From an optimization exercise on the open Yosys and OpenROAD flow, aimed at a short achievable clock period and few clock cycles; shortcuts taken in it are not production practice.
The RTL was checked by simulation tests, not by an equivalence proof against the original design.
Power and IR drop assume default switching activity.

===== flow/constraint.sdc =====
create_clock -name core_clock -period 11.0 [get_ports {clk}]
set_input_delay 2.2000 -clock core_clock [delete_from_list [all_inputs] [get_ports {clk}]]
set_output_delay 2.2000 -clock core_clock [all_outputs]
set_load 0.01 [all_outputs]

===== flow/design.v =====
module adder_32b (a , b, cin, cout, sum);
  input [31:0] a, b;
  input cin;
  output cout;
  output [31:0] sum;
  assign {cout, sum} = a + b + cin;
endmodule
module alu (a, b, ctrl, y, zero);
  input signed [31:0] a, b;
  input [2:0] ctrl;
  output [31:0] y;
  output zero;
  assign y =  (ctrl == 3'b000) ? (a & b) :
              (ctrl == 3'b001) ? (a | b) : 
              (ctrl == 3'b010) ? (a + b) :
              (ctrl == 3'b110) ? (a - b) : ((a<b) ? 32'd1: 32'd0);
  assign zero = (y == 32'd0) ? 1'b1 : 1'b0;
endmodule
module alu_controller (alu_op, func, operation);
  input [1:0] alu_op;
  input [5:0] func;
  output [2:0] operation;
  reg [2:0] operation;
  always @(alu_op, func)
  begin
    operation = 3'b000;
    if (alu_op == 2'b00)         
      operation = 3'b010;
    else if (alu_op == 2'b01)    
      operation = 3'b110;
    else if (alu_op == 2'b10)
      begin
        case (func)
          6'b100000: operation = 3'b010;   
          6'b100011: operation = 3'b110;   
          6'b100100: operation = 3'b000;   
          6'b100101: operation = 3'b001;   
          6'b101010: operation = 3'b111;   
          default:   operation = 3'b000;
        endcase
      end
      else 
          operation = 3'b111;  
  end
endmodule
module controller 
( opcode, func, zero, reg_dst, mem_to_reg,
 reg_write, alu_src, mem_read, mem_write, pc_src,
  operation, jSel, wRsel, jalSel, pcSel
                  );
    input [5:0] opcode;
    input [5:0] func;
    input zero;
    output  reg_dst, mem_to_reg, reg_write, alu_src, 
            mem_read, mem_write, pc_src ,jSel,wRsel,jalSel,pcSel ;
    reg     reg_dst, mem_to_reg, reg_write, 
            alu_src, mem_read, mem_write, jSel,
            wRsel, jalSel, pcSel, temp; 
    output [2:0] operation;
    reg [1:0] alu_op;     
    reg branch;   
    alu_controller ALU_CTRL(alu_op, func, operation);
    always @(opcode)
    begin
      {reg_dst, alu_src, mem_to_reg, reg_write, mem_read, mem_write, branch, alu_op,jSel,wRsel,jalSel,pcSel} = 13'b0;
      case (opcode)
        6'b000000 : {reg_dst, reg_write, alu_op ,jSel,wRsel} = 6'b111011;   
        6'b100011 : {alu_src, mem_to_reg, reg_write, mem_read,jSel,wRsel} = 6'b111111; 
        6'b101011 : {alu_src, mem_write,jSel} = 3'b111;                                 
        6'b000100 : {branch, alu_op,jSel} = 4'b1011; 
        6'b001001: {reg_write, alu_src,jSel,wRsel} = 4'b1111; 
        6'b000010:  ; 
        6'b000011: {reg_write,jalSel} = 2'b11 ; 
        6'b000110: {jSel,pcSel} = 2'b11 ; 
        6'b001010: {reg_write,wRsel,alu_src,alu_op,jSel} = 6'b111111; 
      endcase
    end
    assign pc_src = branch & zero;
endmodule
module mux2to1_32b (i0, i1, sel, y);
  input [31:0] i0, i1;
  input sel;
  output [31:0] y;
  assign y = (sel==1'b1) ? i1 : i0;
endmodule
module mux2to1_5b (i0, i1, sel, y);
  input [4:0] i0, i1;
  input sel;
  output [4:0] y;
  assign y = (sel==1'b1) ? i1 : i0;
endmodule
module reg_32b (d_in, sclr, ld, clk, d_out);
  input [31:0] d_in;
  input sclr, ld, clk;
  output [31:0] d_out;
  reg [31:0] d_out;
  always @(posedge clk)
  begin
    if (sclr==1'b1)
      d_out <= 32'd0;
    else if (ld)
      d_out <= d_in;
  end
endmodule
module reg_file (wr_data, rd_reg1, rd_reg2, wr_reg, reg_write, rst, clk, rd_data1, rd_data2);
  input [31:0] wr_data;
  input [4:0] rd_reg1, rd_reg2, wr_reg;
  input reg_write, rst, clk;
  output [31:0] rd_data1, rd_data2;
  reg [31:0] register_file [0:31];
  integer i;
  assign rd_data1 = (rd_reg1 == 5'b0) ? 32'd0 : register_file[rd_reg1];
  assign rd_data2 = (rd_reg2 == 5'b0) ? 32'd0 : register_file[rd_reg2];
  always @(posedge clk)
    if (rst == 1'b1)
      for (i=0; i<32 ; i=i+1 )
        register_file[i] <= 32'd0;
    else if (reg_write == 1'b1)
      if(wr_reg != 5'd0)
        register_file[wr_reg] <= wr_data;
endmodule
module shl2 (d_in, d_out);
  input [31:0] d_in;
  output [31:0] d_out;
  assign d_out = d_in << 2;
endmodule
module shl2_26bit (d_in, d_out);
  input [25:0] d_in;
  output [27:0] d_out;
  assign d_out = {d_in  , 2'b0};
endmodule
module sign_ext (d_in, d_out);
  input [15:0] d_in;
  output [31:0] d_out;
  assign d_out = {{16{d_in[15]}}, d_in};
endmodule
module datapath ( clk, rst, inst_adr, inst, data_adr,
data_out, data_in ,regDst, mem_to_reg, alu_src,
 pc_src, alu_ctrl, reg_write,zero, jalSel, wRsel, jSel, pcSel
                 );
  input  clk, rst;
  input jalSel,wRsel,jSel,pcSel;
  output [31:0] inst_adr;
  input  [31:0] inst;
  output [31:0] data_adr;
  output [31:0] data_out;
  input  [31:0] data_in;
  input  regDst, mem_to_reg, alu_src, pc_src, reg_write;
  input  [2:0] alu_ctrl;
  output zero;
  wire [31:0] pc_out;
  wire cout_pc_adder;
  wire [31:0] pc_plus4;
  wire cout_pc_adder2;
  wire [31:0] read_data1, read_data2;
  wire [31:0] sgn_ext_out;
  wire [31:0] mux2_out;
  wire [31:0] alu_out;
  wire [31:0] adder2_out;
  wire [31:0] shl2_out;
  wire [31:0] mux3_out;
  wire [31:0] mux4_out;
  wire [4:0]  mux1_out;
  wire [4:0] mux5_out;
  wire [31:0] mux6_out;
  wire [31:0] mux7_out;
  wire [31:0] mux8_out;
  wire [27:0] outShl ;
  wire [31:0] jAdr ;
  reg_32b PC(mux8_out, rst, 1'b1, clk, pc_out);
  adder_32b ADDER_PC (pc_out , 32'd4, 1'b0, cout_pc_adder, pc_plus4);
  adder_32b ADDER2_PC(pc_plus4, shl2_out, 1'b0, cout_pc_adder2, adder2_out);
  mux2to1_32b MUX_6(pc_plus4, adder2_out, pc_src, mux3_out);
  shl2 SHL2(sgn_ext_out, shl2_out);
  mux2to1_32b MUX_7(mux3_out,read_data1, pcSel , mux7_out);
  shl2_26bit SHL2_26to28(inst[25:0], outShl);
  mux2to1_32b MUX_8(jAdr,mux7_out, jSel , mux8_out);
  mux2to1_5b MUX_1(inst[20:16], inst[15:11], regDst, mux1_out);
  mux2to1_5b MUX_2(mux1_out, 5'd31 , jalSel, mux5_out);
  mux2to1_32b MUX_3(pc_plus4, mux4_out, wRsel, mux6_out);
  reg_file  RF(mux6_out, inst[25:21], inst[20:16], mux5_out, reg_write, rst, clk, read_data1, read_data2);
  sign_ext SGN_EXT(inst[15:0], sgn_ext_out);
  mux2to1_32b MUX_5(read_data2, sgn_ext_out, alu_src, mux2_out);
  alu ALU(read_data1, mux2_out, alu_ctrl, alu_out, zero);
  mux2to1_32b MUX_4(alu_out, data_in, mem_to_reg, mux4_out);
  assign inst_adr = pc_out;
  assign data_adr = alu_out;
  assign data_out = read_data2;
  assign jAdr = {pc_plus4[31:28],outShl};
endmodule
module mips_single_cycle 
(rst, clk, inst_adr, inst, data_adr, data_in,
 data_out, mem_read, mem_write);
  input rst, clk;
  output [31:0] inst_adr;
  input  [31:0] inst;
  output [31:0] data_adr;
  input  [31:0] data_in;
  output [31:0] data_out;
  output mem_read, mem_write;
  wire reg_dst, mem_to_reg, alu_src,
   pc_src, reg_write, zero,jalSel,wRsel,jSel,pcSel;
  wire [2:0] alu_ctrl;
  datapath DP(  
    clk, rst, inst_adr, inst, data_adr,
    data_out, data_in ,reg_dst, mem_to_reg, alu_src, 
    pc_src, alu_ctrl, reg_write,
    zero, jalSel, wRsel, jSel, pcSel
            );
  controller CU(  
    inst[31:26], inst[5:0], zero, reg_dst,
     mem_to_reg, reg_write, alu_src,
      mem_read, mem_write, pc_src, alu_ctrl,
       jSel, wRsel, jalSel, pcSel
                );
endmodule

===== flow/config.mk =====
export PLATFORM = sky130hd
export DESIGN_NAME = mips_single_cycle
export DESIGN_NICKNAME = mips_single_cycle
export VERILOG_FILES = /design/flow/design.v
export SDC_FILE = /design/flow/constraint.sdc
export NUM_CORES = 4
export LEC_CHECK = 0
export CAP_MARGIN = 20
export CORE_MARGIN = 2
export CORE_UTILIZATION = 40
export SLEW_MARGIN = 20

===== flow/run.sh =====
#!/bin/bash
# synth_recipe.tcl (not shown) runs the flow's synth.tcl, then flattens the netlist and writes it again
# the make line also repeats each setting of config.mk as NAME=value (left out here)
make -C /OpenROAD-flow-scripts/flow DESIGN_CONFIG=/design/flow/config.mk WORK_HOME=/design/flow/orfs CLKGATE_MAP_FILE= SYNTH_SCRIPT=/design/flow/synth_recipe.tcl finish

==> run notes <==
final timing paths:
| kind | endpoint | slack, ns |
|---|---|---|
| min | flop | 0.52 |
| max reg2reg | DP.PC.d_out[16] | 3.50 |
| max | data_adr[22] | 0.34 |
| min reg2reg | flop | 0.52 |
critical path: stages:
cell and delay [ns]:
buf_8 0.25, buf_12 0.34, mux4_2 0.36, mux2_2 0.27
a221oi_1 0.55, o21ai_0 0.34, nand2b_1 0.46, inv_1 0.09
ha_1 0.25, fa_1 0.47, a21oi_1 0.27, o211ai_1 0.15
a21oi_1 0.31, a2111oi_2 0.18, buf_4 0.18, nor2_1 0.17
o31a_1 0.18, a221oi_1 0.08, o21ai_0 0.57, clkdlybuf4s50_1 0.66
routing by layer:
metal / share of wire / vias up / routed length [um] / track usage
met1: 0.37 / 23200 / 86100 / 0.392
li1: - / 18500 / - / -
met5: 0.00027 / - / 64 / 0
met4: 0.040 / 10 / 9480 / 0.111
met3: 0.12 / 581 / 27600 / 0.0596
met2: 0.47 / 3060 / 111000 / 0.480
stage by stage:
step / area [um^2] / setup slack (ns) / std cells
floorplan: 61600 / 0.937 / 4842
global placement: 66400 / 0.304 / 6813
detailed placement: 66400 / 0.184 / 6814
CTS: 70100 / 0.171 / 7026
global route: 70100 / 0.0267 / 7027
finish: 70100 / 0.337 / 7028
registers in the layout, indices dropped and copies added, names as in the netlist, named ones only:
| signal | flops |
|---|---|
| DP.PC.d_out | 30 |
| DP.RF.register_file | 1024 |
cell families (layout without fill, tap and decap cells):
family | Yosys count | after routing | share of synthesized area
AOI/OAI and AO/OA | 639 | 639 | 0.0705
xor gates and xnor gates | 53 | 53 | 0.00755
adders and majority gates | 129 | 129 | 0.0266
buffers and inverters | 574 | 729 | 0.0366
DFF | 1056 | 1056 | 0.511
muxes | 747 | 747 | 0.239
other | 1 | 33 | 0.0000610
and+or+nand+nor | 1612 | 1612 | 0.109
area by class of cell:
cell class                 instances  area, um^2  area share
clock inverter                    71         711      0.0101
sequential                      1056       31400       0.448
clock buffer                     141        2990      0.0427
antenna                            1        2.50   0.0000357
tap                             2030        2540      0.0362
inverter                         117         439     0.00626
multi-input combinational       3212       28400       0.404
timing repair buffer             400        3700      0.0528
cell usage in the layout (no fill, tap or decap), types with 32 or more instances in the layout:
cell type        instances
inv_1                  117
nor2_1                1193
mux2i_1                139
ha_1                   126
dfxtp_1                 32
conb_1                  32
o22ai_1                 42
nand2_1                116
clkdlybuf4s50_1        152
o21ai_0                 91
a21oi_1                146
nand3_1                 41
clkbuf_16              114
nand2_2                 33
buf_4                  218
a211oi_1                34
nor3_1                  36
edfxtp_1              1024
mux2_2                  34
o21ai_2                 32
o211ai_1                33
mux4_2                 572
synth_stat cells (all sizes together) (7+ instances only):
master	instances	share of area
nor2	1196	0.073
edfxtp	1024	0.50
mux4	572	0.21
clkbuf	357	0.022
a21oi	149	0.012
nand2	149	0.0091
mux2i	141	0.023
o21ai	137	0.011
ha	126	0.026
inv	117	0.0071
buf	100	0.0076
nand2b	49	0.0050
o22ai	42	0.0043
nand3	41	0.0033
nor3	38	0.0031
a211oi	34	0.0042
mux2	34	0.0062
o211ai	33	0.0040
dfxtp	32	0.010
o221ai	31	0.0044
xnor2	31	0.0044
a221oi	29	0.0042
or3	24	0.0026
a21o	22	0.0027
nand4	22	0.0022
xor2	22	0.0031
nor2b	17	0.0017
o31ai	17	0.0021
a211o	14	0.0020
a22o	14	0.0020
nor4	14	0.0017
and3	13	0.0013
o21a	13	0.0017
a31oi	10	0.0010
o21bai	10	0.0012
or2	9	0.00092
a2111oi	8	0.0014
and2	8	0.00081
a221o	7	0.0011
a32o	7	0.0011
nor3b	7	0.00085
o221a	7	0.0013
power by group through the flow:
stage	clock [uW]	sequential, uW	combinational, uW
floorplan	0	4700	1430
global placement	0	4720	2420
detailed placement	0	4730	2430
CTS	3900	4640	2430
global route	4050	4660	2600
finish	3890	4640	2480
what timing repair did:
| item | CTS | global route |
|---|---|---|
| setup endpoints to repair | 0 | 3 |
| hold buffers | 0 | 0 |
| resized for setup | 0 | 1 |
==> flow_metrics.tcl <==
set metrics [dict create \
    die-area_mm2 0.157 \
    outcome "complete, no violations" \
    nNetsFinal 5094 \
    cts_tree "done" \
    cts_buffers 112 \
    cp-end-kind "primary output" \
    antenna_found_initial 8 \
    yosysUniqueCellTypes 91 \
    drt-total-wl_um 234000 \
    final_util 0.461 \
    synth_edf_count 1024 \
    worstHoldPathType "flop to flop" \
    start_util 0.404 \
    ant_nets 0 \
    postCtsSetupBuffers 0 \
    grt_pass1_wl_um 330000 \
    whs_path_depth 2 \
    die_height_um 396 \
    cp_max_fo 51 \
    maxSlewViolCount 0 \
    fmax_mhz 93.8 \
    totalPowerFinal_uw 11000 \
    fin_skew_ns 0.0475 \
    timing.setup.tns_ns 0 \
    net-switching-power_uw 3270 \
    num_vias 45400 \
    io_pins 164 \
    fillCellCount 13500 \
    grt-ovfl-total 0 \
    cp.arrival_ns 8.46 \
    synth-warning-count 4 \
    viasPerCell 6.46 \
    clkTransAtPathRegs_ns 0.07 \
    critical_path_class "input port to primary output" \
    slew_headroom 0.170 \
    drt_iter0_markers 7014 \
    wire_per_inst_um 33.3 \
    syn-cell-area_mm2 0.0615 \
    crit_start "inst[22]" \
    p_per_area_mw_per_mm2 157 \
    die_x_um 396 \
    netlist_instances 4811 \
    seq_area_frac_synth 0.511 \
    clk-insertion-delay-late_ns 0.75 \
    track_usage 0.295 \
    comb_power_share 0.226 \
    reg2reg_from "DP.RF.register_file[12][0]" \
    min_period_ns 10.66 \
    rows 143 \
    grt_setup_unrepaired "no" \
    maxCapViolations 0 \
    layout-drive-gt1-share 0.232 \
    seq_power_share 0.422 \
    switching_share 0.297 \
    gp_congestion 0.965 \
    start_kind "input port" \
    cts_buffer_depth 3 \
    r2r_cells 20 \
    synthArstFlopShare 0 \
    ys_seq_elements 1056 \
    grt_start_max_net_pins 68 \
    first_pass_iters 6 \
    internal_power_uw 7740 \
    post-route-period-util 0.969 \
    clkPwrFrac 0.353 \
    synth_flop_cell "edfxtp_1" \
    io_buffers 163 \
    worstMarginPinSlew_ns 1.23 \
    dp_hpwl_um 147000 \
    grt_pass1_vias 44700 \
    hold_viol_final 0 \
    setup_viol 0 \
    leakagePower_uw 0.0245 \
    coreArea_mm2 0.152 \
    ir_worst_vdd_mv 0.114 \
    root_buffer "clkbuf_16" \
    drc_errors 0 \
    htree_levels 3 \
    hold_slack_ns 0.523 \
    syn_to_final_growth_pct 14.1 \
    syn_avg_cell_area_um2 12.8 \
    required_ns 8.80 \
    cts.sinks 1056 \
]
Testbench counts, summed over its fixed seeds: cycles 259,282.

[separate check: timing with driven ports]
The results above use ideal ports. As a check the final layout listed here was re-extracted and re-timed, cells and wires unchanged.
Step 1, drivers: a clkbuf_16 drives clk and a buf_2 each remaining input, both assumed.
Step 2, shift: input delay + t, output delay - t, t = (earliest + latest rising clock arrival at the registers) / 2. This alone moves slack from input paths to output paths.
Three values: ideal, step 1, step 2; two values: the first two.
t (ns): 0.811
setup slack, ns: 0.337 / 0.171 / 0.171
hold WS [ns]: 0.523 / 0.523 / 0.523
worst slew at a driven data input, ns: 0.17
After both steps this run still meets setup and hold. The setup slack of this run moves by -0.166 ns with the drivers and by -0.166 ns with both steps.
